What follows belongs to an exercise in optimizing a design on an open flow for small area; a production flow would make more cautious choices. Function was checked by simulation only, so behaviour that the tests miss may differ from the original. The flow treats the clock pin as an ideal source. Dropping or thinning the clock tree relies on that and would not hold on a real chip.

--- design/flow/config.mk ---
export PLATFORM = sky130hd
export DESIGN_NAME = lab3_2
export DESIGN_NICKNAME = lab3_2
export VERILOG_FILES = /design/flow/design.v
export SDC_FILE = /design/flow/constraint.sdc
export NUM_CORES = 4
export LEC_CHECK = 0
export CAP_MARGIN = 20
export CORE_MARGIN = 2
export CORE_UTILIZATION = 40
export SLEW_MARGIN = 20
--- design/flow/constraint.sdc ---
create_clock -name core_clock -period 30.0 [get_ports {CLK}]
set_input_delay 6.0000 -clock core_clock [delete_from_list [all_inputs] [get_ports {CLK}]]
set_output_delay 6.0000 -clock core_clock [all_outputs]
set_load 0.01 [all_outputs]
--- design/flow/design.v ---
`timescale 1ns / 1ps 
module lab3_2(
			input[3:0] command,
			input CLK, 
			input mode,
			output total_time1,
			output [3:0] total_time0,
			output total_cost1,
			output [3:0] total_cost0,
			output reg [3:2] coord_x,
			output reg [1:0] coord_y,
			output reg warning
    );
reg [7:0] r_time1, r_time0, r_cost1, r_cost0;
assign total_time1 = r_time1[0];
assign total_time0 = r_time0[3:0];
assign total_cost1 = r_cost1[0];
assign total_cost0 = r_cost0[3:0];
always@(posedge CLK)
	if(mode == 0)
	begin
		warning = 0;
		r_time0 = r_time0 + 1;
		if(r_time1 == 1 && r_time0 == 10)
		begin
			r_time1 = 0;
			r_time0 = 0;
		end
		if(r_time1 == 0 && r_time0 == 10)
		begin
			r_time1 = 1;
			r_time0 = 0;
		end
		if(command == 0)
		begin
			r_cost0 = r_cost0 + 1;
			if(r_cost1 == 1 && r_cost0 > 9)
			begin
				r_cost1 = 0;
				r_cost0 = (r_cost0  - 10);
			end
			if(r_cost1 == 0 && r_cost0 > 9)
			begin
				r_cost1 = 1;
				r_cost0 = (r_cost0 - 10);
			end
		end
		if(command == 1)
		begin
			if((coord_x == 1 && coord_y == 0) || (coord_x == 1 && coord_y == 1) || (coord_x == 2 && coord_y == 0) || (coord_x == 2 && coord_y == 1))
			begin
				coord_x = coord_x - 1;
				coord_y = coord_y + 1;
				r_cost0 = r_cost0 + 3;
				if(r_cost1 == 1 && r_cost0 > 9)
				begin
					r_cost1 = 0;
					r_cost0 = (r_cost0  - 10);
				end
				if(r_cost1 == 0 && r_cost0 > 9)
				begin
					r_cost1 = 1;
					r_cost0 = (r_cost0 - 10);
				end
 			end
			else
			begin
				r_cost0 = r_cost0 + 1;
				if(r_cost1 == 1 && r_cost0 > 9)
				begin
					r_cost1 = 0;
					r_cost0 = (r_cost0  - 10);
				end
				if(r_cost1 == 0 && r_cost0 > 9)
				begin
					r_cost1 = 1;
					r_cost0 = (r_cost0 - 10);
				end
			end
		end
		if(command == 2)
		begin
			r_cost0 = r_cost0 + 2;
			if(r_cost1 == 1 && r_cost0 > 9)
			begin
				r_cost1 = 0;
				r_cost0 = (r_cost0  - 10);
			end
			if(r_cost1 == 0 && r_cost0 > 9)
			begin
				r_cost1 = 1;
				r_cost0 = (r_cost0 - 10);
			end
			if(coord_y == 2)
			begin
				coord_y = 0;
			end
			else
			begin
				coord_y = coord_y + 1;
			end
		end
		if(command == 3)
		begin
			if((coord_x == 0 && coord_y == 0) || (coord_x == 0 && coord_y == 1) || (coord_x == 1 && coord_y == 0) || (coord_x == 1 && coord_y == 1))
			begin
				coord_x = coord_x + 1;
				coord_y = coord_y +1;
				r_cost0 = r_cost0 + 3;
				if(r_cost1 == 1 && r_cost0 > 9)
				begin
					r_cost1 = 0;
					r_cost0 = (r_cost0  - 10);
				end
				if(r_cost1 == 0 && r_cost0 > 9)
				begin
					r_cost1 = 1;
					r_cost0 = (r_cost0 - 10);
				end
			end
			else
			begin
				r_cost0 = r_cost0 + 1;
				if(r_cost1 == 1 && r_cost0 > 9)
				begin
					r_cost1 = 0;
					r_cost0 = (r_cost0  - 10);
				end
				if(r_cost1 == 0 && r_cost0 > 9)
				begin
					r_cost1 = 1;
					r_cost0 = (r_cost0 - 10);
				end
			end
		end
		if(command == 4)
		begin
			r_cost0 = r_cost0 + 2;
			if(r_cost1 == 1 && r_cost0 > 9)
			begin
				r_cost1 = 0;
				r_cost0 = (r_cost0  - 10);
			end
			if(r_cost1 == 0 && r_cost0 > 9)
			begin
				r_cost1 = 1;
				r_cost0 = (r_cost0 - 10);
			end
			if(coord_x == 2)
			begin
				coord_x = 0;
			end
			else
			begin
				coord_x = coord_x +1;
			end
		end
		if(command == 5)
		begin
			if((coord_x == 0 && coord_y == 1) || (coord_x == 0 && coord_y == 2) || (coord_x == 1 && coord_y == 1) || (coord_x == 1 && coord_y == 2))
			begin
				coord_x = coord_x + 1;
				coord_y = coord_y - 1;
				r_cost0 = r_cost0 + 3;
				if(r_cost1 == 1 && r_cost0 > 9)
				begin
					r_cost1 = 0;
					r_cost0 = (r_cost0  - 10);
				end
				if(r_cost1 == 0 && r_cost0 > 9)
				begin
					r_cost1 = 1;
					r_cost0 = (r_cost0 - 10);
				end
			end
			else
			begin
				r_cost0 = r_cost0 + 1;
				if(r_cost1 == 1 && r_cost0 > 9)
				begin
					r_cost1 = 0;
					r_cost0 = (r_cost0  - 10);
				end
				if(r_cost1 == 0 && r_cost0 > 9)
				begin
					r_cost1 = 1;
					r_cost0 = (r_cost0 - 10);
				end
			end
		end
		if(command == 6)
		begin
		r_cost0 = r_cost0 + 2;
			if(r_cost1 == 1 && r_cost0 > 9)
			begin
				r_cost1 = 0;
				r_cost0 = (r_cost0  - 10);
			end
			if(r_cost1 == 0 && r_cost0 > 9)
			begin
				r_cost1 = 1;
				r_cost0 = (r_cost0 - 10);
			end
			if(coord_y == 0)
			begin
				coord_y = 2;
			end
			else
			begin
				coord_y = coord_y - 1;
			end
		end
		if(command == 7)
		begin
			if((coord_x == 1 && coord_y == 1) || (coord_x == 1 && coord_y == 2) || (coord_x == 2 && coord_y == 1) || (coord_x == 2 && coord_y == 2))
			begin
				r_cost0 = r_cost0 + 3;
				if(r_cost1 == 1 && r_cost0 > 9)
				begin
					r_cost1 = 0;
					r_cost0 = (r_cost0  - 10);
				end
				if(r_cost1 == 0 && r_cost0 > 9)
				begin
					r_cost1 = 1;
					r_cost0 = (r_cost0 - 10);
				end
				coord_x = coord_x - 1;
				coord_y = coord_y - 1;
			end
			else
			begin
				r_cost0 = r_cost0 + 1;
				if(r_cost1 == 1 && r_cost0 > 9)
				begin
					r_cost1 = 0;
					r_cost0 = (r_cost0  - 10);
				end
				if(r_cost1 == 0 && r_cost0 > 9)
				begin
					r_cost1 = 1;
					r_cost0 = (r_cost0 - 10);
				end
			end
		end
		if(command == 8)
		begin
			r_cost0 = r_cost0 + 2;
			if(r_cost1 == 1 && r_cost0 > 9)
			begin
				r_cost1 = 0;
				r_cost0 = (r_cost0  - 10);
			end
			if(r_cost1 == 0 && r_cost0 > 9)
			begin
				r_cost1 = 1;
				r_cost0 = (r_cost0 - 10);
			end
			if(coord_x == 0)
			begin
				coord_x = 2;
			end
			else
			begin
				coord_x = coord_x - 1;
			end
		end
	end
	else
		begin
			warning = 1;
			coord_x = 0;
			coord_y = 0;
			r_time1 = 0;
			r_time0 = 0;
			r_cost1 = 0;
			r_cost0 = 0;		
		end
endmodule
--- design/flow/run.sh ---
#!/bin/bash
# synth_recipe.tcl (not shown) runs the flow's synth.tcl, then flattens the netlist and writes it again
# the make line also repeats each setting of config.mk as NAME=value (left out here)
make -C /OpenROAD-flow-scripts/flow DESIGN_CONFIG=/design/flow/config.mk WORK_HOME=/design/flow/orfs CLKGATE_MAP_FILE= SYNTH_SCRIPT=/design/flow/synth_recipe.tcl finish
==> summary.md, run 1 <==
| Metric | Value |
|---|---|
| Status | `timing/DRC/antenna clean` |
| Number of buffers inserted during clock tree synthesis | `5` |
| Post-DP HPWL | `41.62 mm` |
| H-tree levels | `2` |
| Final wirelength | `53.56 mm` |
| Top achievable clock speed | `34.70 MHz` |
| Post-Syn Area per Cell | `6.941 um2` |
| Reg2Reg Capture Point | `r_cost0[1]$_SDFF_PP0_` |
| Post-synthesis register bit count | `37` |
| Top-area cell type share of the netlist area | `0.06353` |
| GR Overflow Total | `0` |
| Placer Congestion | `1.015` |
| Avg WL per Cell | `19.28 um` |
| Setup TNS | `0 ns` |
| Setup crit end | `r_cost0[1]$_SDFF_PP0_` |
| Total GRT Usage | `0.2577` |
| Area grow syn2layout | `15.82%` |
| Critical Path Start | `command[1]` |
| Cells on worst reg2reg path | `101` |
| Final count of negative-setup-slack endpoints | `0` |
| Cell Area, Synth | `15170 um2` |
| CTS tree | `yes` |
| Top cell type by total area after synthesis | `ha_1` |
| Crit path time final | `28.82 ns` |
| Worst skew pair latency | `0.28 ns` |
| Initial antenna violation count | `1` |
| Filler cells | `3860` |
| Synth cell count leaders | `nand2_1 (214), nor2_1 (194), a21oi_1 (119)` |
| Max Slew Vio Count | `0` |
| EDFF count, synth | `0` |
| Max_slew headroom | `0.3395` |
| Synth warn | `1` |
| Critical path data arrival time | `28.99 ns` |
| Critical Path RT | `30.17 ns` |
| Fin nets | `2348` |
| Post-route antenna net violation count | `0` |
| HP Class | `reg2reg` |
| Clock tree buffer depth | `2` |
| Crit path max-delay cell type | `or4_1` |
| Die ar. | `39490 um2` |
| Synth cell types | `137` |
| First-pass GRT wire length | `85.05 mm` |
| Crit-path max cell delay | `0.64 ns` |
| Post-synth ARST share | `0` |
| Die height | `198.7 um` |
| Die Span X | `198.7 um` |
| Max FO, Critical Path | `12` |
| DRT iter0 DRCs | `1634` |
| Most used DFF post-synth | `dfxtp_1` |
| Crit end category | `register` |
| Layout cells sized above 1 | `0.1840` |
| CTS sink count | `37` |
| Max-Cap Viols | `0` |
| Clock Tree Root | `clkbuf_16` |
| Sequential cell area fraction in the yosys report | `0.04884` |
| CORE AREA | `37490 um2` |
| # IOs | `21` |
| Top-count cell post-synth | `nand2_1` |
| Final Skew | `0.002754 ns` |
| CTS clk-pin slew, worst paths | `0.05 ns` |
| Largest cells by area after synthesis | `ha_1 (6.4%), xnor2_1 (5.4%), nand2_1 (5.3%)` |
| Vias in the first global route | `16330` |
| TritonRoute pass-1 iters | `6` |
| Initial Util | `0.4045` |
| Worst Setup Start Kind | `input port` |
| Slew @ Worst Pin | `0.9907 ns` |
| Mapped Nets | `2268` |
| Tcrit/Tclk final | `0.9606` |
| Final Hold Viols | `0` |
| Pin count of the biggest net entering global routing | `43` |
| Syn Inst Count | `2185` |
| Vias/cell | `6.587` |
| DRC viols | `0` |
| Row count | `71` |
| Port bufs | `20` |
| R2r startpoint | `r_cost1[4]$_SDFF_PP0_` |
| Vias after detailed routing | `18300` |
| FF-to-FF setup slack | `3.91 ns` |
| Worst Path Class, Setup | `in2reg` |
## placed cells by master, fill, tap and decap left out, drive strengths merged, types with 16 or more instances in the layout
master and instances:
ha 77, nor2 196, mux2 24, a2111oi 24
dfxtp 37, inv 78, nand2 216, or4 22
a21oi 123, xnor2 94, o21a 22, nor2b 16
a211oi 57, o21ai 129, o22ai 24, xor2 25
or3 36, or2 21, buf 151, o31ai 28
nand4 34, nand2b 21, mux2i 46, a21o 22
and3 32, a211o 25, a31oi 44, clkdlybuf4s50 20
o211ai 40, a31o 16, and2 51, nand3 102
o211a 22, nor3 88, nor4 24
## metrics by stage
step           cells  worst slack (ns)  utilization  cell area, um2  hold WS [ns]
6_report        2778             1.183       0.4685           17560        0.4569
4_1_cts         2752           0.03131       0.4467           16750        0.4627
5_1_grt         2777           -0.1179       0.4685           17560        0.4813
3_3_place_gp    2743           -0.4039       0.4406           16520        0.4432
2_1_floorplan   2185            0.5962            -           15170        0.4302
3_5_place_dp    2743           -0.7863       0.4406           16520        0.4488
## critical path, delay by kind of cell
family                   cells  cell delay, ns
buffers and inverters       10            2.12
AO/OA/AOI/OAI               43           11.36
AND/OR/NAND/NOR             27            6.84
adder cells (fa/ha/maj)      7            1.63
multiplexers                 2            0.55
XOR/XNOR                     3            0.48
## cells by family (layout without fill, tap and decap cells)
logic type / after synthesis / after routing / share of synthesized area
AO/OA/AOI/OAI: 783 / 784 / 0.3995
flip-flops: 37 / 37 / 0.04884
multiplexers: 70 / 70 / 0.04975
AND/OR/NAND/NOR: 910 / 910 / 0.3119
other: 0 / 1 / 0
adder cells (fa/ha/maj): 78 / 78 / 0.06427
XOR/XNOR: 123 / 123 / 0.07466
buffers and inverters: 184 / 264 / 0.05107
## layout make-up
cell class                      instances  area (um2)  share of cell area
Inverter                               84       327.8             0.01866
Antenna cell                            1       2.502           0.0001425
Sequential cell                        37       740.7             0.04217
Clock buffer                            7       142.6            0.008121
Clock inverter                          1       30.03            0.001710
Tap cell                              511       639.4             0.03640
Timing Repair Buffer                  172        1349             0.07679
Multi-Input combinational cell       1965       14330              0.8160
## per-layer routing
layer / GRT usage / wire [um] / up-vias
li1: - / - / 8692
met4: 0.07269 / 1401 / 0
met1: 0.3573 / 24550 / 8733
met5: 0 / 0 / -
met3: 0.01848 / 3270 / 116
met2: 0.4276 / 24340 / 757
## state kept, by name (all words and copies together), names as in the netlist
| signal | count |
|---|---|
| warning | 1 |
| r_cost1 | 8 |
| coord_y | 2 |
| coord_x | 2 |
| r_time1 | 8 |
| r_cost0 | 8 |
| r_time0 | 8 |
## repair_timing
item,4_1_cts,5_1_grt
gates cloned,0,2
buffers inserted,1,23
pin swaps,2,16
hold buffers,0,0
gates resized for setup,11,124
hold endpoints to repair,0,0
endpoints found under the setup margin,11,15
## how the worst min path moves through the flow
stage	from	endpoint	slack (ns)	cells after the start
after global routing	r_time1[7]$_SDFF_PP0_	r_time1[7]$_SDFF_PP0_	0.48	1
after global placement	r_cost1[6]$_SDFF_PP0_	r_cost1[6]$_SDFF_PP0_	0.44	1
final	r_time1[4]$_SDFF_PP0_	r_time1[4]$_SDFF_PP0_	0.46	1
after detailed placement	r_time1[7]$_SDFF_PP0_	r_time1[7]$_SDFF_PP0_	0.45	1
after CTS	r_time1[4]$_SDFF_PP0_	r_time1[4]$_SDFF_PP0_	0.46	1
after floorplan	r_time1[1]$_SDFF_PP0_	r_time1[1]$_SDFF_PP0_	0.43	1
==> inputs of run 2 (changes only) <==
==> design/flow/design.v (replaced) <==
`timescale 1ns / 1ps
module lab3_2(
			input[3:0] command,
			input CLK,
			input mode,
			output reg total_time1,
			output reg [3:0] total_time0,
			output reg total_cost1,
			output reg [3:0] total_cost0,
			output reg [3:2] coord_x,
			output reg [1:0] coord_y,
			output reg warning
    );
wire x1 = coord_x[3], x0 = coord_x[2];
wire y1 = coord_y[1], y0 = coord_y[0];
wire [3:0] c = command;
wire odd  = ~c[3] & c[0];
wire dxp  = c[1] ^ c[2];           
wire dyp  = ~c[2];                 
wire okx  = dxp ? ~x1 : (x1 | x0);
wire oky  = dyp ? ~y1 : (y1 | y0);
wire diag = odd & okx & oky;
wire incx = (diag & dxp)  | (c == 4'd4);
wire decx = (diag & ~dxp) | (c == 4'd8);
wire incy = (diag & dyp)  | (c == 4'd2);
wire decy = (diag & ~dyp) | (c == 4'd6);
wire xz = ~x1 & ~x0;
wire yz = ~y1 & ~y0;
wire [1:0] nx = incx ? {x0, xz} : decx ? {xz, x1} : {x1, x0};
wire [1:0] ny = incy ? {y0, yz} : decy ? {yz, y1} : {y1, y0};
wire k0 = ~c[3] & (c[0] | (~c[2] & ~c[1]));
wire k1 = diag | (~c[0] & (c[3] ? (~c[2] & ~c[1]) : (c[2] | c[1])));
wire [3:0] d = total_cost0;
wire cy1 = d[0] & k0;
wire s0 = d[0] ^ k0;
wire s1 = d[1] ^ k1 ^ cy1;
wire cy2 = (d[1] & k1) | (cy1 & (d[1] | k1));
wire s2 = d[2] ^ cy2;
wire cy3 = d[2] & cy2;
wire s3 = d[3] ^ cy3;
wire cwrap = d[3] & (k1 | (d[0] & k0)) | (d[2] & d[1] & d[0] & k1 & k0);
wire [3:0] t = total_time0;
wire twrap = t[3] & t[0];
always @(posedge CLK)
	if (mode) begin
		warning <= 1'b1;
		coord_x <= 2'd0;
		coord_y <= 2'd0;
		total_time1 <= 1'b0;
		total_time0 <= 4'd0;
		total_cost1 <= 1'b0;
		total_cost0 <= 4'd0;
	end else begin
		warning <= 1'b0;
		coord_x <= nx;
		coord_y <= ny;
		total_time1 <= total_time1 ^ twrap;
		total_time0 <= {t[3] ? ~t[0] : (t[2] & t[1] & t[0]),
		                t[2] ^ (t[1] & t[0]),
		                ~t[3] & (t[1] ^ t[0]),
		                ~t[0]};
		total_cost1 <= total_cost1 ^ cwrap;
		total_cost0 <= {~cwrap & s3, ~cwrap & s2, cwrap ? s2 : s1, s0};
	end
endmodule
==> design/flow/flow/run.sh (new file) <==
#!/bin/bash
# The standard layout, with the port buffers made from the smallest buffer
# cell and power recovery (downsizing of non-critical cells) after routing.
set -euo pipefail
bash standard.sh \
  'BUFFER_PORTS_ARGS=-buffer_cell sky130_fd_sc_hd__buf_1' \
  RECOVER_POWER=100 \
  finish > standard.log 2>&1
==> design/flow/standard.sh (new file) <==
#!/bin/bash
# synth_recipe.tcl (not shown) runs the flow's synth.tcl, then flattens the netlist and writes it again
# the make line also repeats each setting of config.mk as NAME=value (left out here)
make -C /OpenROAD-flow-scripts/flow DESIGN_CONFIG=/design/flow/config.mk WORK_HOME=/design/flow/orfs CLKGATE_MAP_FILE= SYNTH_SCRIPT=/design/flow/synth_recipe.tcl "${@:-finish}"
--- a/design/flow/config.mk
+++ b/design/flow/config.mk
@@ -6,6 +6,7 @@
 export NUM_CORES = 4
 export LEC_CHECK = 0
+export ABC_AREA = 1
 export CAP_MARGIN = 20
-export CORE_MARGIN = 2
-export CORE_UTILIZATION = 40
+export CORE_AREA = 5 5 65 65
+export DIE_AREA = 0 0 70 70
 export SLEW_MARGIN = 20
removed: design/flow/run.sh
==> summary.md, run 2 <==
| Metric | Value |
|---|---|
| Top-area cell type share of the netlist area | `0.3704` |
| Final count of negative-setup-slack endpoints | `0` |
| H-tree levels | `1` |
| Setup TNS | `0 ns` |
| Filler cells | `398` |
| DRT iter0 DRCs | `15` |
| Seq. cell area | `300.3 um2` |
| Commonest cells after routing, fill and taps aside | `nand2_1 (18), buf_1 (18), inv_1 (17)` |
| Clock Tree Root | `clkbuf_4` |
| R2r startpoint | `coord_x[3]$_SDFFE_PP0P_` |
| Row count | `21` |
| Max_slew headroom | `0.8051` |
| Crit-path max cell delay | `0.43 ns` |
| Post-synth ARST share | `0` |
| Post-DP HPWL | `1.311 mm` |
| Synth warn | `1` |
| CTS sink count | `15` |
| Fin nets | `143` |
| Most used DFF post-synth | `dfxtp_1` |
| Top achievable clock speed | `128.2 MHz` |
| Synth cell types | `21` |
| Worst hold endpoint | `total_time0[0]$_SDFF_PP0_` |
| Final Core Density | `0.2729` |
| CP top delay family | `adder cells` |
| Mapped Nets | `122` |
| Reg2Reg Capture Point | `total_cost0[1]$_SDFF_PP0_` |
| Hold Slack | `0.4949 ns` |
| Antenna Cells | `0` |
| Post-route antenna net violation count | `0` |
| Critical path data arrival time | `7.98 ns` |
| Vias after detailed routing | `729` |
| Final Skew | `0.001856 ns` |
| Number of buffers inserted during clock tree synthesis | `3` |
| Slew @ Worst Pin | `0.2923 ns` |
| TritonRoute pass-1 iters | `5` |
| Critical Path RT | `30.18 ns` |
| Biggest regs | `total_cost0: 4 flops, total_time0: 4 flops` |
| RSZ-0062 raised after global routing | `false` |
| Die height | `70 um` |
| Die ar. | `4900 um2` |
| Critical Path Start | `command[2]` |
| EDFF count, synth | `0` |
| Hold Path Origin | `total_time0[0]$_SDFF_PP0_` |
| Port bufs | `20` |
| Crit path max-delay cell type | `fa_1` |
| Final Hold Viols | `0` |
| Hold-critical path depth | `1` |
| CTS clk-pin slew, worst paths | `0.09 ns` |
| Postcts setup bufs | `0` |
| Worst skew pair latency | `0.28 ns` |
| Worst Setup Start Kind | `input port` |
| Multi-input gate area | `405.4 um2` |
| Cell Area, Synth | `810.8 um2` |
| HP Class | `reg2reg` |
| Crit-path most repeated cell | `nand2_1` |
| Top-count cell post-synth | `inv_1` |
| Layout cells sized above 1 | `0.05344` |
| # IOs | `21` |
| Max Slew Vio Count | `0` |
| Worst Path Buf+Inv | `2` |
| Tcrit/Tclk final | `0.2600` |
| Largest cells by area after synthesis | `dfxtp_1 (37%), nand3_1 (8.0%), inv_1 (7.9%)` |
| Post-synthesis register bit count | `15` |
| # hold bufs at CTS | `0` |
| Final wirelength | `1.612 mm` |
| Setup ws final | `22.20 ns` |
| Max FO, Critical Path | `6` |
| Crit path time final | `7.801 ns` |
| Vias/cell | `4.119` |
| Area grow syn2layout | `14.97%` |
| Total GRT Usage | `0.07427` |
| Pre-CTS setup slack | `21.98 ns` |
| Pin count of the biggest net entering global routing | `9` |
| First-pass GRT wire length | `3.001 mm` |
| Syn Inst Count | `111` |
| Vias in the first global route | `716` |
| Worst Path Class, Setup | `in2reg` |
| Crit end category | `register` |
| Sequential cell area fraction in the yosys report | `0.3704` |
| Crit path cell chain | `clkbuf_1 > inv_1 > ha_1 > nand2_1 > nand3_2 > nor2_1 > nand2_1 > nand2_1 > fa_1 > ha_1 > a21oi_1 > nor2_1` |
| CTS tree | `yes` |
| DRC viols | `0` |
| Initial Util | `0.2374` |
| Initial antenna violation count | `0` |
| CORE AREA | `3416 um2` |
| Placer Congestion | `0.8045` |
| Max-Cap Viols | `0` |
| Post-cts sizing count | `0` |
| Die Span X | `70 um` |
| Status | `timing/DRC/antenna clean` |
| FF-to-FF setup slack | `28.07 ns` |
| Cells on worst reg2reg path | `10` |
| GR Overflow Total | `0` |
| Synth cell count leaders | `inv_1 (17), nand2_1 (16), dfxtp_1 (15)` |
| Top cell type by total area after synthesis | `dfxtp_1` |
| Avg WL per Cell | `9.107 um` |
| Post-Syn Area per Cell | `7.304 um2` |
| Clock tree buffer depth | `2` |
## run 2: worst register-to-register path, cell delays in order (launching register included)
cell and delay (ns):
dfxtp_1 0.36, nor2_1 0.17, nand2_1 0.07, nand2_1 0.06
inv_1 0.03, nand2_1 0.10, nand2_1 0.14, fa_1 0.43
ha_1 0.30, a21oi_1 0.12, nor2_1 0.06
## run 2: worst max path at each step
stage	slack, ns	endpoint	depth (start not counted)
floorplan	22.36	total_cost0[1]$_SDFF_PP0_	12
global placement	22.04	total_cost0[1]$_SDFF_PP0_	10
detailed placement	21.98	total_cost0[1]$_SDFF_PP0_	12
CTS	22.28	total_cost0[1]$_SDFF_PP0_	12
global route	21.98	total_cost0[1]$_SDFF_PP0_	12
finish	22.20	total_cost0[1]$_SDFF_PP0_	12
## run 2: layout make-up
class,instances,area share
sequential,15,0.3221
clock buffer,4,0.02819
multi-input combinational,74,0.4349
tap,46,0.06174
timing repair buffer,20,0.08054
inverter,18,0.07248
## run 2: per-stage QoR
step                std cells  area, um2
floorplan                 111      810.8
global placement          173      913.4
detailed placement        173      913.4
CTS                       177      939.7
global route              177      932.1
finish                    177      932.1
## run 2: routing by layer
metal,GRT usage,up-vias,share of wire
met2,0.1091,23,0.42
met5,0,-,0
met3,0.02152,6,0.054
met1,0.09343,309,0.50
met4,0.04894,0,0.024
li1,-,391,-
## run 2: cell families after synthesis
family / synth area share
adder cells (fa/ha/maj): 0.08642
AND/OR/NAND/NOR: 0.2917
XOR/XNOR: 0.03241
flip-flops: 0.3704
AO/OA/AOI/OAI: 0.09877
buffers and inverters: 0.1204
==> inputs of run 3 (changes only) <==
==> design/flow/run.sh (new file) <==
#!/bin/bash
# synth_recipe.tcl (not shown) runs the flow's synth.tcl, then flattens the netlist and writes it again
# the make line also repeats each setting of config.mk as NAME=value (left out here)
make -C /OpenROAD-flow-scripts/flow DESIGN_CONFIG=/design/flow/config.mk WORK_HOME=/design/flow/orfs CLKGATE_MAP_FILE= SYNTH_SCRIPT=/design/flow/synth_recipe.tcl finish
removed: design/flow/flow/run.sh
removed: design/flow/standard.sh
==> summary.md, run 3 <==
| Metric | Value |
|---|---|
| # hold bufs at CTS | `0` |
| Syn Inst Count | `111` |
| Port bufs | `20` |
| Synth warn | `1` |
| Most used DFF post-synth | `dfxtp_1` |
| Initial antenna violation count | `0` |
| CTS sink count | `15` |
| Setup TNS | `0 ns` |
| Max-Cap Viols | `0` |
| CTS clk-pin slew, worst paths | `0.09 ns` |
| Status | `timing/DRC/antenna clean` |
| Worst Setup Start Kind | `input port` |
| Antenna Cells | `0` |
| Area grow syn2layout | `31.33%` |
| Crit end category | `register` |
| Cell Area, Synth | `810.8 um2` |
| RSZ-0062 raised after global routing | `false` |
| H-tree levels | `1` |
| Crit path time final | `8.103 ns` |
| DRT iter0 DRCs | `10` |
| Clock Tree Root | `clkbuf_4` |
| Synth cell count leaders | `inv_1 (17), nand2_1 (16), dfxtp_1 (15)` |
| Max Slew Vio Count | `0` |
| Tcrit/Tclk final | `0.2701` |
| Placed cell area | `1039 um2` |
| Max FO, Critical Path | `6` |
| Post-cts sizing count | `0` |
| Vias in the first global route | `785` |
| DRC viols | `0` |
| Worst Path Class, Setup | `in2reg` |
| Most common cell after layout, fill and taps aside | `clkdlybuf4s50_1` |
| Cells on worst reg2reg path | `10` |
| Die height | `70 um` |
| Largest cells by area after synthesis | `dfxtp_1 (37%), nand3_1 (8.0%), inv_1 (7.9%)` |
| Synth cell types | `21` |
| Total GRT Usage | `0.08064` |
| Post-synthesis register bit count | `15` |
| Critical path data arrival time | `8.29 ns` |
| Sequential cell area fraction in the yosys report | `0.3704` |
| Top-area cell type share of the netlist area | `0.3704` |
| Multi-input gate area | `412.9 um2` |
| EDFF count, synth | `0` |
| Final Cell Area | `1065 um2` |
| CORE AREA | `3416 um2` |
| Max_slew headroom | `0.8313` |
| CTS tree | `yes` |
| Post-DP HPWL | `1.423 mm` |
| Placer Congestion | `0.8194` |
| Seq. cell area | `300.3 um2` |
| Clock tree buffer depth | `2` |
| Worst skew pair latency | `0.28 ns` |
| Commonest cells after routing, fill and taps aside | `clkdlybuf4s50_1 (20), inv_1 (17), nand2_1 (16)` |
| TritonRoute pass-1 iters | `4` |
| Die Span X | `70 um` |
| Die ar. | `4900 um2` |
| Pin count of the biggest net entering global routing | `9` |
| Post-synth ARST share | `0` |
| HP Class | `reg2reg` |
| Top cell type by total area after synthesis | `dfxtp_1` |
| Final wirelength | `1.790 mm` |
| Post-route antenna net violation count | `0` |
| Final Hold Viols | `0` |
| Top-count cell post-synth | `inv_1` |
| Biggest regs | `total_cost0: 4 flops, total_time0: 4 flops` |
| Slew @ Worst Pin | `0.2523 ns` |
| Post-Syn Area per Cell | `7.304 um2` |
| Number of buffers inserted during clock tree synthesis | `3` |
| Top achievable clock speed | `123.4 MHz` |
| Critical Path RT | `30.19 ns` |
| Vias/cell | `4.254` |
| First-pass GRT wire length | `3.229 mm` |
| Initial Util | `0.2374` |
| Fin nets | `143` |
| GR Overflow Total | `0` |
| Filler cells | `391` |
| Hold-critical path depth | `1` |
| Layout cells sized above 1 | `0.07634` |
| # IOs | `21` |
| Final count of negative-setup-slack endpoints | `0` |
| Vias after detailed routing | `753` |
| Mapped Nets | `122` |
| Avg WL per Cell | `10.11 um` |
| Row count | `21` |
| Postcts setup bufs | `0` |
| Final Skew | `0.001172 ns` |
[run 3: cell counts after synthesis]
Identical to the previous run, type by type.
[run 3: worst max-delay path, stage by stage]
cell and delay, ns:
clkdlybuf4s50_1 0.59, inv_1 0.09, ha_1 0.32, inv_1 0.06
nand2_1 0.04, nand2_1 0.06, inv_1 0.04, nand2_2 0.09
nand2_2 0.09, fa_1 0.42, ha_1 0.30, a21oi_1 0.12
nor2_1 0.06
[run 3: worst paths after layout]
check,endpoint,start,slack [ns]
max,total_cost0[1]$_SDFF_PP0_,command[2],21.90
min,total_time0[0]$_SDFF_PP0_,total_time0[0]$_SDFF_PP0_,0.49
max reg2reg,total_cost0[1]$_SDFF_PP0_,coord_x[3]$_SDFFE_PP0P_,28.12
min reg2reg,total_time0[0]$_SDFF_PP0_,total_time0[0]$_SDFF_PP0_,0.49
[run 3: cell type report]
class / count / share of cell area
well taps: 46 / 0.05405
flip-flops and latches: 15 / 0.2820
multi-input cells: 74 / 0.3878
repair buffers: 20 / 0.1880
clock buffers: 4 / 0.02468
inverters: 18 / 0.06345
[run 3: layer usage]
layer,vias to the layer above,global-route usage,part of all wire
li1,392,-,-
met5,-,0,0
met2,19,0.1417,0.47
met4,0,0.05319,0.029
met3,5,0.02009,0.048
met1,337,0.08426,0.45
[run 3: logic make-up after synthesis]
| family | count (synthesis) | synth area share |
|---|---|---|
| xor+xnor | 3 | 0.03241 |
| buf+inv | 22 | 0.1204 |
| flops | 15 | 0.3704 |
| simple gates | 51 | 0.2917 |
| compound gates | 15 | 0.09877 |
| fa+ha+maj | 5 | 0.08642 |
[run 3: per-stage QoR]
step | setup slack (ns) | hold slack [ns] | util | cells
2_1_floorplan | 22.36 | 0.4798 | - | 111
3_3_place_gp | 21.67 | 0.4652 | 0.3040 | 173
3_5_place_dp | 21.59 | 0.4736 | 0.3040 | 173
4_1_cts | 21.89 | 0.4974 | 0.3117 | 177
5_1_grt | 21.74 | 0.5362 | 0.3117 | 177
6_report | 21.90 | 0.4870 | 0.3117 | 177
==> inputs of run 4 (changes only) <==
==> design/flow/flow/run.sh (new file) <==
#!/bin/bash
# The standard layout (standard.sh) with these changes:
# - synthesis maps with an area-oriented ABC script (flow/area.abc) and
#   without the separate full/half-adder extraction;
# - the port buffers use the smallest buffer cell;
# - CTS drives all flip-flops from one cluster without a dummy load;
# - power recovery (downsizing non-critical cells) after global routing.
set -euo pipefail
here=$(pwd)
export FLOW_ABC_SCRIPT=$here/flow/area.abc
bash standard.sh \
  SYNTH_SCRIPT=$here/flow/synth.tcl \
  ADDER_MAP_FILE= \
  'BUFFER_PORTS_ARGS=-buffer_cell sky130_fd_sc_hd__buf_1' \
  'CTS_ARGS=-sink_clustering_enable -sink_clustering_size 20 -sink_clustering_max_diameter 500 -root_buf sky130_fd_sc_hd__clkbuf_4 -buf_list sky130_fd_sc_hd__clkbuf_4 -dont_use_dummy_load -repair_clock_nets' \
  RECOVER_POWER=100 \
  finish > standard.log 2>&1
==> design/flow/flow/area.abc (new file) <==
strash
&get -n
&deepsyn -T 10 -S 1
&put
dch -f
amap
topo
==> design/flow/flow/synth.tcl (new file) <==
# The standard flow's synthesis script (synth_recipe.tcl), with ABC's technology mapping
# run from an area-oriented script instead of ORFS's speed script.
proc synth {args} { yosys synth -nofsm -noshare {*}$args }
proc abc {args} {
  set i [lsearch $args -script]
  if { $i >= 0 } {
    set args [lreplace $args $i [expr {$i + 1}] -script $::env(FLOW_ABC_SCRIPT)]
  }
  yosys abc {*}$args
}
source $::env(SCRIPTS_DIR)/synth.tcl
# left out here: clear keep_hierarchy, flatten, clean up, hide names made inside functions, write 1_2_yosys.v
==> design/flow/standard.sh (new file) <==
#!/bin/bash
# synth_recipe.tcl (not shown) runs the flow's synth.tcl, then flattens the netlist and writes it again
# the make line also repeats each setting of config.mk as NAME=value (left out here)
make -C /OpenROAD-flow-scripts/flow DESIGN_CONFIG=/design/flow/config.mk WORK_HOME=/design/flow/orfs CLKGATE_MAP_FILE= SYNTH_SCRIPT=/design/flow/synth_recipe.tcl "${@:-finish}"
--- a/design/flow/config.mk
+++ b/design/flow/config.mk
@@ -6,5 +6,4 @@
 export NUM_CORES = 4
 export LEC_CHECK = 0
-export ABC_AREA = 1
 export CAP_MARGIN = 20
 export CORE_AREA = 5 5 65 65
removed: design/flow/run.sh
==> summary.md, run 4 <==
| Metric | Value |
|---|---|
| Worst Path Class, Setup | `in2reg` |
| Max-Cap Viols | `0` |
| # hold bufs at CTS | `0` |
| Synth warn | `1` |
| Post-Syn Area per Cell | `7.678 um2` |
| Most used DFF post-synth | `dfxtp_1` |
| Vias in the first global route | `498` |
| Synth cell types | `20` |
| Max Slew Vio Count | `0` |
| CTS tree | `yes` |
| Postcts setup bufs | `0` |
| Top achievable clock speed | `119.6 MHz` |
| Antenna Cells | `0` |
| First-pass GRT wire length | `2.325 mm` |
| Status | `timing/DRC/antenna clean` |
| Worst Setup Start Kind | `input port` |
| DRT iter0 DRCs | `36` |
| CORE AREA | `3416 um2` |
| Max FO, Critical Path | `6` |
| GR Overflow Total | `0` |
| HP Class | `reg2reg` |
| Setup TNS | `0 ns` |
| Clock tree buffer depth | `2` |
| Filler cells | `402` |
| Die height | `70 um` |
| Final Hold Viols | `0` |
| Critical Path RT | `30.21 ns` |
| Vias after detailed routing | `610` |
| Mapped Nets | `94` |
| Tcrit/Tclk final | `0.2788` |
| Top cell type by total area after synthesis | `dfxtp_1` |
| # IOs | `21` |
| Final count of negative-setup-slack endpoints | `0` |
| Critical path data arrival time | `8.57 ns` |
| Layout cells sized above 1 | `0.02804` |
| Post-synth ARST share | `0` |
| Setup ws final | `21.64 ns` |
| Crit path time final | `8.363 ns` |
| Clock Tree Root | `clkbuf_4` |
| Commonest cells after routing, fill and taps aside | `nor2_1 (19), buf_1 (19), dfxtp_1 (15)` |
| Row count | `21` |
| Post-cts sizing count | `0` |
| Avg WL per Cell | `9.327 um` |
| Sequential cell area fraction in the yosys report | `0.4444` |
| RSZ-0062 raised after global routing | `false` |
| Crit end category | `register` |
| Die Span X | `70 um` |
| Final Skew | `0.008698 ns` |
| TritonRoute pass-1 iters | `6` |
| Post-route antenna net violation count | `0` |
| Post-DP HPWL | `1.086 mm` |
| Syn Inst Count | `88` |
| Slew @ Worst Pin | `0.6259 ns` |
| Worst skew pair latency | `0.28 ns` |
| H-tree levels | `1` |
| Biggest regs | `total_cost0: 4 flops, total_time0: 4 flops` |
| Pin count of the biggest net entering global routing | `15` |
| EDFF count, synth | `0` |
| Port bufs | `20` |
| Post-synthesis register bit count | `15` |
| Pre-CTS setup slack | `21.34 ns` |
| Fin nets | `115` |
| Number of buffers inserted during clock tree synthesis | `3` |
| Cell Area, Synth | `675.6 um2` |
| Top-area cell type share of the netlist area | `0.4444` |
| Vias/cell | `3.987` |
| Placer Congestion | `0.7726` |
| Die ar. | `4900 um2` |
| Total GRT Usage | `0.06050` |
| Initial Util | `0.1978` |
| DRC viols | `0` |
| Final wirelength | `1.427 mm` |
| Synth cell count leaders | `nor2_1 (19), dfxtp_1 (15), clkinv_1 (11)` |
| CTS clk-pin slew, worst paths | `0.09 ns` |
| Largest cells by area after synthesis | `dfxtp_1 (44%), nor2_1 (11%), clkinv_1 (6.1%)` |
| Area grow syn2layout | `18.52%` |
| Max_slew headroom | `0.5789` |
| Top-count cell post-synth | `nor2_1` |
| Initial antenna violation count | `0` |
| CTS sink count | `15` |
[run 4: area by class of cell]
type,instances,area [um2],area share
multi-input combinational,58,304.0,0.3797
sequential,15,300.3,0.3750
timing repair buffer,20,75.07,0.09375
tap,46,57.56,0.07188
inverter,11,41.29,0.05156
clock buffer,3,22.52,0.02812
[run 4: through the flow]
stage	hold WS, ns	utilization	area, um2	std cells
floorplan	0.4641	-	675.6	88
global placement	0.4510	0.2278	778.2	150
detailed placement	0.4652	0.2278	778.2	150
CTS	0.4786	0.2344	800.8	153
global route	0.4941	0.2344	800.8	153
finish	0.4724	0.2344	800.8	153
[run 4: cells by family (layout without fill, tap and decap cells)]
kind of cell,count (synthesis),after routing,synth area share
AOI/OAI and AO/OA,19,19,0.1815
DFF,15,15,0.4444
and+or+nand+nor,39,39,0.2685
buffers and inverters,15,34,0.1056
[run 4: final timing paths]
kind,start,end,slack [ns],cells after the start
setup / recovery,command[2],total_cost0[2]$_SDFF_PP0_,21.64,16
hold reg to reg,total_time1$_SDFF_PP0_,total_time1$_SDFF_PP0_,0.47,1
setup reg to reg,coord_y[1]$_SDFFE_PP0P_,total_cost1$_SDFF_PP0_,27.37,14
hold / removal,total_time1$_SDFF_PP0_,total_time1$_SDFF_PP0_,0.47,1
[run 4: per-layer routing]
layer	track usage	routed length, um	up-vias
li1	-	-	338
met1	0.07831	748	251
met2	0.07765	544	19
met3	0.03443	119	2
met4	0.03191	14	0
met5	0	0	-
[run 4: worst max-delay path, cell delays in order]
cell and delay [ns]:
buf_1 0.14, clkinv_1 0.18, o22ai_1 0.21, clkinv_1 0.12
nor3_1 0.24, nor4_1 0.13, a31oi_1 0.33, clkinv_1 0.15
a21oi_1 0.25, nor2_1 0.10, clkinv_1 0.07, nor2b_1 0.05
nor2_1 0.12, nor3_1 0.08, or2_0 0.24, nor3_1 0.17
==> inputs of run 5 (changes only) <==
==> design/flow/flow/run.sh (replaced) <==
#!/bin/bash
# The standard layout (standard.sh) with these changes:
# - synthesis maps with an area-oriented ABC script (flow/area.abc) and
#   without the separate full/half-adder extraction;
# - the port buffers use the smallest buffer cell;
# - the clock port drives the leaf clock buffers directly, each sized
#   to its load (flow/cts_leaves.tcl, run after CTS);
# - power recovery (downsizing non-critical cells) after global routing.
set -euo pipefail
here=$(pwd)
export FLOW_ABC_SCRIPT=$here/flow/area.abc
bash standard.sh \
  SYNTH_SCRIPT=$here/flow/synth.tcl \
  ADDER_MAP_FILE= \
  'BUFFER_PORTS_ARGS=-buffer_cell sky130_fd_sc_hd__buf_1' \
  'CTS_ARGS=-sink_clustering_enable -sink_clustering_size 20 -sink_clustering_max_diameter 500 -root_buf sky130_fd_sc_hd__clkbuf_4 -buf_list sky130_fd_sc_hd__clkbuf_4 -dont_use_dummy_load' \
  POST_CTS_TCL=$here/flow/cts_leaves.tcl \
  RECOVER_POWER=100 \
  finish > standard.log 2>&1
==> design/flow/flow/cts_leaves.tcl (new file) <==
# POST_CTS hook: the clock port drives the leaf clock buffers directly. The
# root clock buffer CTS made is removed and the leaves' inputs moved onto the
# clock port's net (the port then feeds only the leaves); each leaf is then
# given the smallest clock buffer that keeps its flip-flops' clock-pin slew
# within 110 ps.
set block [ord::get_db_block]
set db [ord::get_db]
set root [$block findInst clkbuf_0_CLK]
set clknet [[$root findITerm A] getNet]
set rootnet [[$root findITerm X] getNet]
set leaves {}
foreach it [$rootnet getITerms] {
  set inst [$it getInst]
  if { $inst == $root } { continue }
  $it disconnect
  $it connect $clknet
  lappend leaves $inst
}
puts "cts_leaves: removed [$root getName], [llength $leaves] leaves on the clock port"
odb::dbInst_destroy $root
odb::dbNet_destroy $rootnet
proc leaf_slew { leaf } {
  estimate_parasitics -placement
  set mx 0
  foreach it [[[$leaf findITerm X] getNet] getITerms] {
    if { [$it getInst] == $leaf } { continue }
    set p [get_pins [[$it getInst] getName]/[[$it getMTerm] getName]]
    set s [get_property $p slew_max]
    if { $s > $mx } { set mx $s }
  }
  return $mx
}
foreach leaf $leaves {
  foreach size {1 2 4 8 16} {
    $leaf swapMaster [$db findMaster sky130_fd_sc_hd__clkbuf_$size]
    set s [leaf_slew $leaf]
    puts "cts_leaves: [$leaf getName] clkbuf_$size, clock-pin slew $s"
    if { $s <= 0.110 } { break }
  }
}
detailed_placement
check_placement -verbose
--- a/design/flow/config.mk
+++ b/design/flow/config.mk
@@ -9,3 +9,4 @@
 export CORE_AREA = 5 5 65 65
 export DIE_AREA = 0 0 70 70
+export PLACE_DENSITY = 0.9
 export SLEW_MARGIN = 20
==> summary.md, run 5 <==
| Metric | Value |
|---|---|
| FF-to-FF setup slack | `27.29 ns` |
| Max-Cap Viols | `0` |
| Final Core Density | `0.2322` |
| Largest cells by area after synthesis | `dfxtp_1 (44%), nor2_1 (11%), clkinv_1 (6.1%)` |
| Post-synthesis register bit count | `15` |
| Final Hold Viols | `0` |
| Status | `timing/DRC/antenna clean` |
| Top-area cell type share of the netlist area | `0.4444` |
| Final count of negative-setup-slack endpoints | `0` |
| Critical Path Start | `command[2]` |
| Post-DP HPWL | `1.234 mm` |
| Crit path max-delay cell type | `a31oi_1` |
| Die ar. | `4900 um2` |
| Vias in the first global route | `622` |
| Tcrit/Tclk final | `0.2872` |
| Mux contribution to synthesized area | `0` |
| Top cell type by total area after synthesis | `dfxtp_1` |
| Final wirelength | `1.569 mm` |
| Main combinational cell family by area after synthesis | `simple AND/OR/NAND/NOR gates` |
| Biggest regs | `total_cost0: 4 flops, total_time0: 4 flops` |
| Worst Path Buf+Inv | `5` |
| Slew @ Worst Pin | `0.6587 ns` |
| GR Overflow Total | `0` |
| Syn Inst Count | `88` |
| Placer Congestion | `0.7883` |
| TritonRoute pass-1 iters | `4` |
| HP Class | `reg2reg` |
| Post-Syn Area per Cell | `7.678 um2` |
| R2r startpoint | `coord_y[1]$_SDFFE_PP0P_` |
| Die Span X | `70 um` |
| Worst Path Class, Setup | `in2reg` |
| CORE AREA | `3416 um2` |
| EDFF count, synth | `0` |
| Setup crit end | `total_cost0[2]$_SDFF_PP0_` |
| Synth Area in Compound Gates | `0.1815` |
| Pin count of the biggest net entering global routing | `15` |
| Crit path time final | `8.616 ns` |
| Crit-path max cell delay | `0.31 ns` |
| Post-synth ARST share | `0` |
| Max FO, Critical Path | `6` |
| RSZ-0062 raised after global routing | `false` |
| Synth Area in XOR/XNOR | `0` |
| DRC viols | `0` |
| Critical Path RT | `30.09 ns` |
| Synth Area in Adders | `0` |
| Critical path data arrival time | `8.71 ns` |
| Crit-path most repeated cell | `clkinv_1` |
| Hold Slack | `0.4709 ns` |
| Reg2Reg Capture Point | `total_cost1$_SDFF_PP0_` |
| Top achievable clock speed | `116.1 MHz` |
| Synth cell count leaders | `nor2_1 (19), dfxtp_1 (15), clkinv_1 (11)` |
| Avg WL per Cell | `10.32 um` |
| Sequential cell area fraction in the yosys report | `0.4444` |
| Total GRT Usage | `0.06700` |
| Setup TNS | `0 ns` |
| Die height | `70 um` |
| Crit path cell chain | `buf_1 > clkinv_1 > o22ai_1 > clkinv_1 > nor3_1 > nor4_1 > a31oi_1 > clkinv_1 > a21oi_1 > nor2_1 > clkinv_1 > nor2b_1 > nor2_1 > nor3_1 > or2_0 > nor3_1` |
| Max Slew Vio Count | `0` |
| Layout cells sized above 1 | `0.01887` |
| Placed insts | `150` |
| Synth warn | `1` |
| Final Skew | `0.01822 ns` |
| Filler cells | `406` |
| # IOs | `21` |
| Cell Area, Synth | `675.6 um2` |
| Fin nets | `114` |
| Hold Path Origin | `total_time1$_SDFF_PP0_` |
| Port bufs | `20` |
| Mapped Nets | `94` |
| CTS sink count | `15` |
| Area grow syn2layout | `17.41%` |
| Top-count cell post-synth | `nor2_1` |
| Most used DFF post-synth | `dfxtp_1` |
| Critical Path Stages | `16` |
| Initial antenna violation count | `0` |
| Post-Synth Simple-Gate Area | `0.2685` |
| CTS clk-pin slew, worst paths | `0.10 ns` |
| Worst skew pair latency | `0.16 ns` |
| First-pass GRT wire length | `2.697 mm` |
| Vias/cell | `4.217` |
| Antenna Cells | `0` |
| Crit end category | `register` |
| Synth cell types | `20` |
| DRT iter0 DRCs | `5` |
| Max_slew headroom | `0.5568` |
| Commonest cells after routing, fill and taps aside | `nor2_1 (19), buf_1 (19), dfxtp_1 (15)` |
| Row count | `21` |
| Initial Util | `0.1978` |
| Vias after detailed routing | `641` |
| Cells on worst reg2reg path | `14` |
| Worst Setup Start Kind | `input port` |
| CP top delay family | `simple AND/OR/NAND/NOR gates` |
| Post-route antenna net violation count | `0` |
| Non-Filler Instances | `152` |
[run 5: cell counts after synthesis]
No cell type changed its count.
[run 5: final cells by class]
type	instances	area [um2]	area share
well taps	46	57.56	0.07256
flip-flops and latches	15	300.3	0.3785
repair buffers	20	75.07	0.09464
multi-input cells	58	304.0	0.3833
clock buffers	2	15.01	0.01893
inverters	11	41.29	0.05205
[run 5: routing by layer]
layer / global-route usage / routed length [um] / vias up
li1: - / - / 339
met1: 0.08426 / 798 / 280
met2: 0.1123 / 685 / 20
met3: 0.02152 / 76 / 2
met4: 0.01277 / 8 / 0
met5: 0 / 0 / -
[run 5: how the worst min path moves through the flow]
stage / end / slack, ns / cells past startpoint
2_1_floorplan: coord_y[1]$_SDFFE_PP0P_ / 0.46 / 2
6_report: total_time1$_SDFF_PP0_ / 0.47 / 1
3_3_place_gp: total_time1$_SDFF_PP0_ / 0.45 / 1
5_1_grt: total_time1$_SDFF_PP0_ / 0.51 / 1
3_5_place_dp: total_cost1$_SDFF_PP0_ / 0.46 / 1
[run 5: cells by family (layout without fill, tap and decap cells)]
| group | after synthesis | in the layout |
|---|---|---|
| DFF | 15 | 15 |
| AOI/OAI and AO/OA | 19 | 19 |
| buffers and inverters | 15 | 33 |
| and+or+nand+nor | 39 | 39 |
[run 5: worst reg2reg max path, stage by stage, from the launching register on]
cell and delay, ns:
dfxtp_1 0.34, clkinv_1 0.12, nand2_1 0.11, nor2_1 0.06
nor4_1 0.61, a31oi_1 0.19, clkinv_1 0.10, a21oi_1 0.08
nor2_1 0.17, clkinv_1 0.10, nor2b_1 0.16, nor2_1 0.08
nor3_1 0.25, nor2_1 0.08, a211oi_1 0.22
[run 5: stage by stage]
stage / setup slack, ns / area (um2)
finish: 21.38 / 793.3
floorplan: 21.87 / 675.6
global route: 20.99 / 793.3
detailed placement: 21.23 / 778.2
global placement: 21.39 / 778.2
==> inputs of run 6 (changes only) <==
==> design/flow/flow/run.sh (replaced) <==
#!/bin/bash
# The standard layout (standard.sh) with these changes:
# - synthesis maps with an area-oriented ABC script (flow/area.abc) and
#   without the separate full/half-adder extraction;
# - the port buffers use the smallest buffer cell;
# - the clock tree is one clock buffer driving every flip-flop
#   (flow/cts_collapse.tcl, run after CTS);
# - power recovery (downsizing non-critical cells) after global routing.
set -euo pipefail
here=$(pwd)
export FLOW_ABC_SCRIPT=$here/flow/area.abc
bash standard.sh \
  SYNTH_SCRIPT=$here/flow/synth.tcl \
  ADDER_MAP_FILE= \
  'BUFFER_PORTS_ARGS=-buffer_cell sky130_fd_sc_hd__buf_1' \
  'CTS_ARGS=-sink_clustering_enable -sink_clustering_size 20 -sink_clustering_max_diameter 500 -root_buf sky130_fd_sc_hd__clkbuf_4 -buf_list sky130_fd_sc_hd__clkbuf_4 -dont_use_dummy_load' \
  POST_CTS_TCL=$here/flow/cts_collapse.tcl \
  RECOVER_POWER=100 \
  finish > standard.log 2>&1
==> design/flow/flow/cts_collapse.tcl (new file) <==
# POST_CTS hook: drive every clock sink from the root clock buffer. The leaf
# clock buffers CTS made under the root are removed and their loads moved onto
# the root's net; the root is then sized up until the flip-flop clock pins'
# slew is within 110 ps.
set block [ord::get_db_block]
set root [$block findInst clkbuf_0_CLK]
set rootnet [[$root findITerm X] getNet]
foreach it [$rootnet getITerms] {
  set inst [$it getInst]
  if { $inst == $root || [$it isOutputSignal] } { continue }
  set master [[$inst getMaster] getName]
  if { ![string match "sky130_fd_sc_hd__clkbuf_*" $master] } { continue }
  set outnet [[$inst findITerm X] getNet]
  foreach load [$outnet getITerms] {
    if { [$load getInst] == $inst } { continue }
    $load disconnect
    $load connect $rootnet
  }
  puts "cts_collapse: removed [$inst getName]"
  odb::dbInst_destroy $inst
  odb::dbNet_destroy $outnet
}
proc clk_pin_slew { } {
  estimate_parasitics -placement
  set mx 0
  foreach p [get_pins -hierarchical */CLK] {
    set s [get_property $p slew_max]
    if { $s > $mx } { set mx $s }
  }
  return $mx
}
set db [ord::get_db]
foreach size {4 8 16} {
  $root swapMaster [$db findMaster sky130_fd_sc_hd__clkbuf_$size]
  set s [clk_pin_slew]
  puts "cts_collapse: root clkbuf_$size, flip-flop clock slew $s"
  if { $s <= 0.110 } { break }
}
detailed_placement
check_placement -verbose
removed: design/flow/flow/cts_leaves.tcl
==> summary.md, run 6 <==
| Metric | Value |
|---|---|
| Top-area cell type share of the netlist area | `0.4444` |
| CTS clk-pin slew, worst paths | `0.09 ns` |
| Row count | `21` |
| Slew @ Worst Pin | `0.6911 ns` |
| DRC viols | `0` |
| Worst Setup Start Kind | `input port` |
| Final Hold Viols | `0` |
| Status | `timing/DRC/antenna clean` |
| Worst Path Buf+Inv | `5` |
| Crit path max-delay cell type | `a31oi_1` |
| Placed insts | `150` |
| Top cell type by total area after synthesis | `dfxtp_1` |
| RSZ-0062 raised after global routing | `false` |
| Most used DFF post-synth | `dfxtp_1` |
| Cell Area, Synth | `675.6 um2` |
| Initial Util | `0.1978` |
| Final Cell Area | `792.0 um2` |
| Post-synthesis register bit count | `15` |
| Die height | `70 um` |
| GR Overflow Total | `0` |
| Critical Path RT | `30.08 ns` |
| Final wirelength | `1.572 mm` |
| Vias/cell | `4.278` |
| Pin count of the biggest net entering global routing | `16` |
| Total GRT Usage | `0.07530` |
| Top achievable clock speed | `115.3 MHz` |
| Placed cell area | `778.2 um2` |
| Critical path data arrival time | `8.75 ns` |
| Worst skew pair latency | `0.15 ns` |
| Post-Syn Area per Cell | `7.678 um2` |
| Top-count cell post-synth | `nor2_1` |
| Tcrit/Tclk final | `0.2891` |
| Die Span X | `70 um` |
| Syn Inst Count | `88` |
| Avg WL per Cell | `10.41 um` |
| Final Skew | `0.001122 ns` |
| Vias after detailed routing | `646` |
| Max-Cap Viols | `0` |
| Max FO, Critical Path | `6` |
| Worst Path Class, Setup | `in2reg` |
| EDFF count, synth | `0` |
| Vias in the first global route | `617` |
| Post-DP HPWL | `1.234 mm` |
| M3 GR Usage | `0.01291` |
| Crit path cell chain | `buf_1 > clkinv_1 > o22ai_1 > clkinv_1 > nor3_1 > nor4_1 > a31oi_1 > clkinv_1 > a21oi_1 > nor2_1 > clkinv_1 > nor2b_1 > nor2_1 > nor3_1 > or2_0 > nor3_1` |
| Layout cells sized above 1 | `0.009524` |
| Crit-path max cell delay | `0.31 ns` |
| Non-Filler Instances | `151` |
| Commonest cells after routing, fill and taps aside | `nor2_1 (19), buf_1 (19), dfxtp_1 (15)` |
| Post-route antenna net violation count | `0` |
| GR Util met2 | `0.1207` |
| Biggest regs | `total_cost0: 4 flops, total_time0: 4 flops` |
| Synth cell types | `20` |
| Die ar. | `4900 um2` |
| Sequential cell area fraction in the yosys report | `0.4444` |
| TritonRoute pass-1 iters | `5` |
| CP top delay family | `simple AND/OR/NAND/NOR gates` |
| Max Slew Vio Count | `0` |
| Setup TNS | `0 ns` |
| Port bufs | `20` |
| DRT iter0 DRCs | `26` |
| CORE AREA | `3416 um2` |
| Crit path time final | `8.673 ns` |
| Post-synth ARST share | `0` |
| Antenna Cells | `0` |
| Largest cells by area after synthesis | `dfxtp_1 (44%), nor2_1 (11%), clkinv_1 (6.1%)` |
| # IOs | `21` |
| Mapped Nets | `94` |
| Crit end category | `register` |
| First-pass GRT wire length | `2.656 mm` |
| Fin nets | `113` |
| Crit-path most repeated cell | `clkinv_1` |
| Busiest grt layer | `met2` |
| Area grow syn2layout | `17.22%` |
| M1 GR Usage | `0.1066` |
| CTS sink count | `15` |
| Final Core Density | `0.2319` |
| Placer Congestion | `0.7883` |
| Synth cell count leaders | `nor2_1 (19), dfxtp_1 (15), clkinv_1 (11)` |
| Initial antenna violation count | `0` |
| Synth warn | `1` |
| Final count of negative-setup-slack endpoints | `0` |
| Max_slew headroom | `0.5350` |
| HP Class | `reg2reg` |
[run 6: cell counts after synthesis]
No cell type changed its count.
[run 6: path summary, 6_finish.rpt]
check	start	to	slack (ns)	cells after the start
max reg2reg	coord_y[1]$_SDFFE_PP0P_	total_cost1$_SDFF_PP0_	27.23	14
min reg2reg	total_time1$_SDFF_PP0_	total_time1$_SDFF_PP0_	0.47	1
min	total_time1$_SDFF_PP0_	total_time1$_SDFF_PP0_	0.47	1
max	command[2]	total_cost0[2]$_SDFF_PP0_	21.33	16
[run 6: worst register-to-register path, cell delays in order (launching register included)]
cell and delay (ns):
dfxtp_1 0.34, clkinv_1 0.12, nand2_1 0.11, nor2_1 0.06, nor4_1 0.63, a31oi_1 0.19, clkinv_1 0.11, a21oi_1 0.08
nor2_1 0.17, clkinv_1 0.10, nor2b_1 0.16, nor2_1 0.08, nor3_1 0.24, nor2_1 0.08, a211oi_1 0.22
[run 6: final cells by class]
cell class,count,area (um2)
Clock buffer,1,13.76
Inverter,11,41.29
Timing Repair Buffer,20,75.07
Sequential cell,15,300.3
Multi-Input combinational cell,58,304.0
Tap cell,46,57.56
Fill cell,404,2624
[run 6: per-layer routing]
metal	vias to the layer above	share of wire
li1	334	-
met4	0	0.0064
met2	25	0.44
met3	2	0.045
met5	-	0
met1	285	0.51
[run 6: cell families (layout without fill, tap and decap cells)]
logic type,after synthesis,after routing,share of synthesized area
and+or+nand+nor,39,39,0.2685
buffers and inverters,15,32,0.1056
AOI/OAI and AO/OA,19,19,0.1815
DFF,15,15,0.4444
[run 6: metrics by stage]
stage,hold WS (ns),setup WS (ns)
global route,0.5148,20.99
detailed placement,0.4584,21.23
finish,0.4741,21.33
floorplan,0.4641,21.87
global placement,0.4500,21.39

afterwards: timing with drivers on the ports:
The results above use ideal ports. As a check the final layouts listed here were re-extracted and re-timed, cells and wires unchanged. Step 1, drivers: a clkbuf_16 drives CLK and a buf_2 each remaining input, both assumed. Step 2 adds t to the input delays and takes it off the output delays; t is the mean of the earliest and latest rising clock arrival at the registers after step 1. Input paths then give back, and output paths get back, about the clock's delay inside the block. Slacks: ideal ports / drivers / drivers and shift; pairs: ideal ports / drivers.
| run | t (ns) | setup WS [ns] | worst hold slack (ns) | worst slew at a driven data input, ns | pins driven straight from the clock port |
|---|---|---|---|---|---|
| run 1 | 0.309 | 1.183 / 1.141 / 0.832 | 0.457 / 0.457 / 0.457 | 0.07 | 1 |
| run 2 | 0.297 | 22.199 / 22.180 / 21.883 | 0.495 / 0.495 / 0.495 | 0.04 | 1 |
| run 3 | 0.304 | 21.897 / 21.892 / 21.587 | 0.487 / 0.487 / 0.487 | 0.04 | 1 |
| run 4 | 0.293 | 21.637 / 21.628 / 21.335 | 0.472 / 0.472 / 0.472 | 0.03 | 1 |
| run 5 | 0.174 | 21.384 / 21.376 / 21.202 | 0.471 / 0.471 / 0.471 | 0.04 | 2 |
| run 6 | 0.171 | 21.327 / 21.315 / 21.145 | 0.474 / 0.474 / 0.474 | 0.04 | 1 |
After both steps setup and hold are still met in every run listed. The setup slack of run 1, which loses most, moves by -0.042 ns with the drivers and by -0.351 ns with both steps.
